Context: an optimization exercise on an open-source flow, tuned for small area and a short achievable clock period. The choices shown serve that exercise and are no tape-out recipe. RTL that was checked went through simulation tests only; none was proved equivalent to the original. No activity file was given, so power comes from the tool's default toggle rates.

## mod3_1
module mod3_1(
  input clk,
  input reset_n,
  input signed [22:0] a,
  input signed [22:0] b,
  input signed [16:0] c,
  output signed [39:0] y
);
Size in the first run: about 1,600 cells after synthesis, about 150 flip-flops, roughly 110 I/O pins, roughly 14,000 um2 of cells after synthesis.
clock: 7.0 ns
lec_check: 0
abc_area: 1
cap_margin: 20
core_margin: 2
core_utilization: 65
cts_buf_list: sky130_fd_sc_hd__clkbuf_8
setup_slack_margin: 3.4
slew_margin: 20
standard.sh (not shown) runs the stock make flow with config.mk's settings and CLKGATE_MAP_FILE= SYNTH_SCRIPT=/design/flow/synth_recipe.tcl, a recipe that flattens the netlist after the stock synthesis.
==> flow/flow/run.sh <==
#!/bin/bash
# Layout flow: the standard layout (standard.sh) with two changes:
#  1. synthesis runs Yosys's synth with -noabc, so the generic "abc -fast" pass does not
#     restructure the design's adder cells before extract_fa; everything else in the
#     synthesis script (synth_recipe.tcl and ORFS synth.tcl) is unchanged.
#  2. the port buffers that place inserts are sky130_fd_sc_hd__buf_1 (buffer_ports
#     -buffer_cell) instead of the cell buffer_ports picks by default.
set -euo pipefail
work=$PWD
sed 's/synth -nofsm -noshare {\*}\$args/synth -nofsm -noshare -noabc {*}$args/' \
  synth_recipe.tcl > flow_synth.tcl
grep -q -- '-noabc' flow_synth.tcl
bash standard.sh "SYNTH_SCRIPT=$work/flow_synth.tcl" \
  "BUFFER_PORTS_ARGS=-buffer_cell ${PORT_BUF:-sky130_fd_sc_hd__buf_1}" finish \
  > flow_make.log 2>&1
Rerun with:
Settings changed: SETUP_SLACK_MARGIN 3.4 to 3.6, SLEW_MARGIN 20 to 70.
Register-to-register slack is better by 130 ps.
Count of clock-buffer cells in the layout does not change.
Power increases by 4.9%.
Maximum frequency increases by 3.8%.
Worst setup slack is better by 130 ps.
Die area does not change.
Wire length increases by 7.4%.
Design area increases by about 6.6%.
Rerun with:
Settings changed: SETUP_SLACK_MARGIN 3.6 to 3.4, SLEW_MARGIN 70 to 40.
=> The changed run finished clean. Final area goes down by 6.1%. Cell count goes down by 2.7%. Worst setup slack gets worse by 120 ps. Combinational power goes down by 5.7%. Sequential cell count is unchanged.
Rerun with:
Settings changed: SETUP_SLACK_MARGIN 3.4 to unset, SLEW_MARGIN 40 to 70.
Result: Clock-buffer cell count does not change; die area is unchanged; maximum frequency is lower by 3.9%; final cell count is unchanged; via count is lower by about 0.5%; setup slack degrades by 140 ps; power drops by about 1.4%; clock skew barely changes.

---

## rev 12
mod3_1, a different RTL version from the one above (not shown whole).
Size: ~150 flip-flops, roughly 110 I/O pins, about 14000 sq um of cells after synthesis.
Settings: LEC_CHECK=0, ABC_AREA=1, CAP_MARGIN=20, CORE_MARGIN=2, CORE_UTILIZATION=65, CTS_BUF_LIST=sky130_fd_sc_hd__clkbuf_8, PLACE_DENSITY=0.8, SETUP_SLACK_MARGIN=3.4, SLEW_MARGIN=70; clock period 7.0 ns.
Scripts as last shown in full above: flow/flow/run.sh
Rev 12: no failed stages, no open violations at the end
Here is what was changed in the inputs of rev 13 compared with rev 12.
Settings: a deleted CTS_BUF_LIST that had been sky130_fd_sc_hd__clkbuf_8; a deleted SETUP_SLACK_MARGIN that had been 3.4; a deleted PLACE_DENSITY that had been 0.8; a change of CORE_UTILIZATION from 65 to 40.
[summary]
For rev 12, the critical path startpoint was h0[21], unlike rev 13, where it was cyq.
Between rev 12 and rev 13, the sequential share of layout area does not differ in any meaningful way.
In terms of sequential cell area in the final layout, rev 12 and rev 13 differ only marginally.
Rev 12 → rev 13: share of the clock period used by the worst path now larger, global-route wire length before repair moved up.
Against rev 12 as the reference, rev 13 delivers a lower area added between synthesis and finish.
Sort rev 12 and rev 13 by worst stage delay on the critical path desc -> top: rev 13
Diff rev 12..rev 13 | number of buffers between clock root and the deepest sink | unchanged
Rev 12 → rev 13: number of gates on the worst path with buffers counted went up by 2, worst setup slack went down by 0.15 ns, switching component of the power went down by 6.2%.

---

mod3_1, a different RTL version from the one above (not shown whole).
Size in the first run: ~150 flip-flops, about 110 I/O pins, roughly 0.015 mm^2 of cells after synthesis.
clock: 7.0 ns
lec_check: 0
abc_area: 1
cap_margin: 20
core_margin: 2
core_utilization: 40
slew_margin: 20
run.sh (not shown) runs the stock make flow with config.mk's settings and CLKGATE_MAP_FILE= SYNTH_SCRIPT=/design/flow/synth_recipe.tcl, a recipe that flattens the netlist after the stock synthesis.
Stock flow here: none of the scripts above is used.
The first run passed the timing, design-rule and antenna checks.
Edit:
ABC_AREA = not set   (was 1)
What happened: The changed run produced a clean layout; synthesized cell count went up by 23%; combinational power fell by 24%; clock skew rises by 0.0048 ns.
Function was not checked in any run of this note: the RTL went through the layout flow alone.

---

Setup of try-nickel:
RTL: one of the versions met above, not the one the previous note started from.
For scale: roughly 150 flip-flops, roughly 110 I/O pins, roughly 0.014 mm2 of cells after synthesis.
==> flow/config.mk <==
export PLATFORM = sky130hd
export DESIGN_NAME = mod3_1
export DESIGN_NICKNAME = mod3_1
export VERILOG_FILES = /design/flow/design.v
export SDC_FILE = /design/flow/constraint.sdc
export NUM_CORES = 4
export LEC_CHECK = 0
export ABC_AREA = 1
export CAP_MARGIN = 20
export CORE_MARGIN = 2
export CORE_UTILIZATION = 40
export SLEW_MARGIN = 20
==> flow/constraint.sdc <==
create_clock -name core_clock -period 7.0 [get_ports {clk}]
set_input_delay 1.4000 -clock core_clock [delete_from_list [all_inputs] [get_ports {clk}]]
set_output_delay 1.4000 -clock core_clock [all_outputs]
set_load 0.01 [all_outputs]
standard.sh (not shown) runs the stock make flow with config.mk's settings and CLKGATE_MAP_FILE= SYNTH_SCRIPT=/design/flow/synth_recipe.tcl, a recipe that flattens the netlist after the stock synthesis.
==> flow/flow/run.sh <==
#!/bin/bash
# Layout flow: the standard layout (standard.sh, ORFS make) with these changes:
#  1. synthesis runs Yosys's synth with -noabc, so the generic "abc -fast" pass does not
#     restructure the adder logic before extract_fa; the rest of synth_recipe.tcl and of ORFS's
#     synth.tcl is unchanged (same registers and names).
#  2. the final ABC mapping uses flow/abc.script (area mapping, no buffering or gate sizing;
#     OpenROAD's repair steps buffer and size the netlist after placement instead).
#  3. the port buffers that placement inserts are sky130_fd_sc_hd__buf_1.
# Each tool's output goes to ORFS's own logs (orfs/logs/...), and make's output to flow_make.log.
set -euo pipefail
work=$PWD
sed 's/synth -nofsm -noshare {\*}\$args/synth -nofsm -noshare -noabc {*}$args/' \
  synth_recipe.tcl > flow_synth.tcl
grep -q -- '-noabc' flow_synth.tcl
# ORFS scripts, with the ABC area script replaced
rm -rf flow_scripts
cp -r "$FLOW_HOME/scripts" flow_scripts
cp flow/abc.script flow_scripts/abc_area.script
bash standard.sh "SYNTH_SCRIPT=$work/flow_synth.tcl" "SCRIPTS_DIR=$work/flow_scripts" \
  "BUFFER_PORTS_ARGS=-buffer_cell sky130_fd_sc_hd__buf_1" finish \
  > flow_make.log 2>&1
==> flow/flow/abc.script <==
strash
dch
map -B 0.9
topo
Changes in try-maple relative to try-nickel:
# try-nickel
export LEC_CHECK = 0
export ABC_AREA = 1
export CAP_MARGIN = 20
export CORE_MARGIN = 2
export CORE_UTILIZATION = 40
export SLEW_MARGIN = 20
create_clock -name core_clock -period 7.0 [get_ports {clk}]
# try-maple
export LEC_CHECK = 0
export ABC_AREA = 1
export CAP_MARGIN = 20
export CORE_MARGIN = 2
export CORE_UTILIZATION = 65
export CTS_BUF_LIST = sky130_fd_sc_hd__clkbuf_8
export SETUP_SLACK_MARGIN = 3.4
export SLEW_MARGIN = 70
create_clock -name core_clock -period 7.0 [get_ports {clk}]
==> flow/flow/abc.script <==
strash
dch
map -B 0.9
topo
stime -c
buffer -c
dnsize -c
==> comparison <==
Taking try-nickel as the reference point, the total buffers and inverters traversed by the critical path of try-maple rises by 1. Diff try-nickel -> try-maple: signed area change from the synthesized netlist to the final layout decreased 1.0 points; setup slack increased 0.36 ns. Going from try-nickel to try-maple, worst hold slack flat, fraction of final layout cells with drive strength greater than 1 up 9.2 points, final cell area excluding filler cells up about 2.5%. Between try-nickel and try-maple, the difference in net count reported at finish is negligible. Routed wire length (higher): try-nickel. Summary of try-maple over try-nickel: total via count in the routed design picked up an extra 188; register-to-register slack picked up an extra 0.46 ns. try-maple vs try-nickel, worst setup path startpoint: cyq vs twon_q[0].
Modified inputs, try-amber compared to try-maple
# try-maple
export LEC_CHECK = 0
export ABC_AREA = 1
export CAP_MARGIN = 20
export CORE_MARGIN = 2
export CORE_UTILIZATION = 65
export CTS_BUF_LIST = sky130_fd_sc_hd__clkbuf_8
export SETUP_SLACK_MARGIN = 3.4
export SLEW_MARGIN = 70
create_clock -name core_clock -period 7.0 [get_ports {clk}]
# try-amber
export LEC_CHECK = 0
export ABC_AREA = 1
export CAP_MARGIN = 20
export CORE_MARGIN = 2
export CORE_UTILIZATION = 40
export SLEW_MARGIN = 20
create_clock -name core_clock -period 7.0 [get_ports {clk}]
==> flow/flow/abc.script <==
strash
dch
map -a
topo
Results
Lower relative contribution of combinational cells to total power was reported by try-amber, not try-maple.
The flow did not stop early for try-amber: all stages ran, and the layout cleared the timing, design-rule and antenna checks.
Between try-amber and try-maple, sequential power is lower for try-amber, try-maple comes in above that.
In try-amber the least setup slack across all paths after layout turned out 0.76 ns lower than in try-maple.
Summary of the comparison: time the final worst path needs with I/O delays and setup is higher in try-amber, relative to try-maple.
Share of the clock period used by the worst path (try-amber over try-maple): increase, 11 points
Looking at library cell contributing the largest single delay on the critical path, the sky130_fd_sc_hd__ha_1 result is from try-amber; the sky130_fd_sc_hd__fa_2 one comes from try-maple.
The share of the yosys chip area belonging to registers number comes out lower for try-maple vs try-amber.
Comparing try-amber and try-maple, the lower clock-buffer cell count is on try-maple.
### try-amber -> try-pepper
# try-amber
export LEC_CHECK = 0
export ABC_AREA = 1
export CAP_MARGIN = 20
export CORE_MARGIN = 2
export CORE_UTILIZATION = 40
export SLEW_MARGIN = 20
create_clock -name core_clock -period 7.0 [get_ports {clk}]
# try-pepper
export LEC_CHECK = 0
export ABC_AREA = 1
export CAP_MARGIN = 20
export CORE_MARGIN = 2
export CORE_UTILIZATION = 65
export CTS_BUF_LIST = sky130_fd_sc_hd__clkbuf_8
export SETUP_SLACK_MARGIN = 3.4
export SLEW_MARGIN = 70
create_clock -name core_clock -period 7.0 [get_ports {clk}]
==> flow/flow/run.sh <==
#!/bin/bash
# Layout flow: the standard layout (standard.sh) with two changes:
#  1. synthesis runs Yosys's synth with -noabc, so the generic "abc -fast" pass does not
#     restructure the design's adder cells before extract_fa; everything else in the
#     synthesis script (synth_recipe.tcl and ORFS synth.tcl) is unchanged.
#  2. the port buffers that place inserts are sky130_fd_sc_hd__buf_1 (buffer_ports
#     -buffer_cell) instead of the cell buffer_ports picks by default.
set -euo pipefail
work=$PWD
sed 's/synth -nofsm -noshare {\*}\$args/synth -nofsm -noshare -noabc {*}$args/' \
  synth_recipe.tcl > flow_synth.tcl
grep -q -- '-noabc' flow_synth.tcl
bash standard.sh "SYNTH_SCRIPT=$work/flow_synth.tcl" \
  "BUFFER_PORTS_ARGS=-buffer_cell ${PORT_BUF:-sky130_fd_sc_hd__buf_1}" finish \
  > flow_make.log 2>&1
removed: flow/flow/abc.script
## What came out
- Per the comparison of try-pepper with try-amber, worst hold margin shows a reduction of 0.0055 ns, non-clock buffer count went up 2, cell area higher, power went up by 5.2%, final cell count now sits higher.
- Area occupied by multi-input gates | try-pepper above try-amber
- On proportion of power drawn by flip-flops and latches: between try-pepper and try-amber, it ends up lower for try-pepper.

==> afterwards: timing with drivers on the ports <==
In the flow no input, the clock included, has a driving cell. The finished layouts below were timed again as built, in two steps. Step 1: set_driving_cell puts a clkbuf_16 on clk and a buf_2 on each other input, an assumption about the parent block. Step 2, shift: input delay + t, output delay - t, t = (earliest + latest rising clock arrival at the registers) / 2. This alone moves slack from input paths to output paths. Slacks: ideal ports / drivers / drivers and shift; pairs: ideal ports / drivers.
run | t (ns) | slack for setup (ns) | worst hold slack (ns) | worst setup path after step 2
the first run of note 1 | 0.504 | 3.491 / 3.491 / 3.275 | 0.321 / 0.321 / 0.321 | input to register
the second run of note 1 | 0.508 | 3.619 / 3.614 / 3.325 | 0.323 / 0.323 / 0.323 | input to register
the third run of note 1 | 0.512 | 3.502 / 3.502 / 3.277 | 0.321 / 0.321 / 0.321 | input to register
the fourth run of note 1 | 0.507 | 3.362 / 3.316 / 3.285 | 0.324 / 0.324 / 0.324 | input to register
rev 12 | 0.506 | 3.437 / 3.398 / 3.355 | 0.320 / 0.320 / 0.320 | input to register
rev 13 | 0.476 | 3.285 / 3.238 / 3.344 | 0.320 / 0.320 / 0.320 | input to register
the first run of note 3 | 0.487 | 1.580 / 1.580 / 1.580 | 0.313 / 0.313 / 0.313 | register to register
the second run of note 3 | 0.518 | 1.658 / 1.658 / 1.658 | 0.325 / 0.325 / 0.325 | register to register
try-nickel | 0.469 | 3.080 / 3.080 / 3.080 | 0.326 / 0.326 / 0.326 | register to register
try-maple | 0.507 | 3.442 / 3.396 / 3.334 | 0.323 / 0.323 / 0.323 | input to register
try-amber | 0.479 | 2.680 / 2.632 / 2.622 | 0.326 / 0.326 / 0.326 | input to register
try-pepper | 0.490 | 3.488 / 3.445 / 3.362 | 0.321 / 0.321 / 0.321 | input to register
After both steps setup and hold are still met in every run listed. The setup slack of the second run of note 1, which loses most, moves by -0.005 ns with the drivers and by -0.294 ns with both steps.
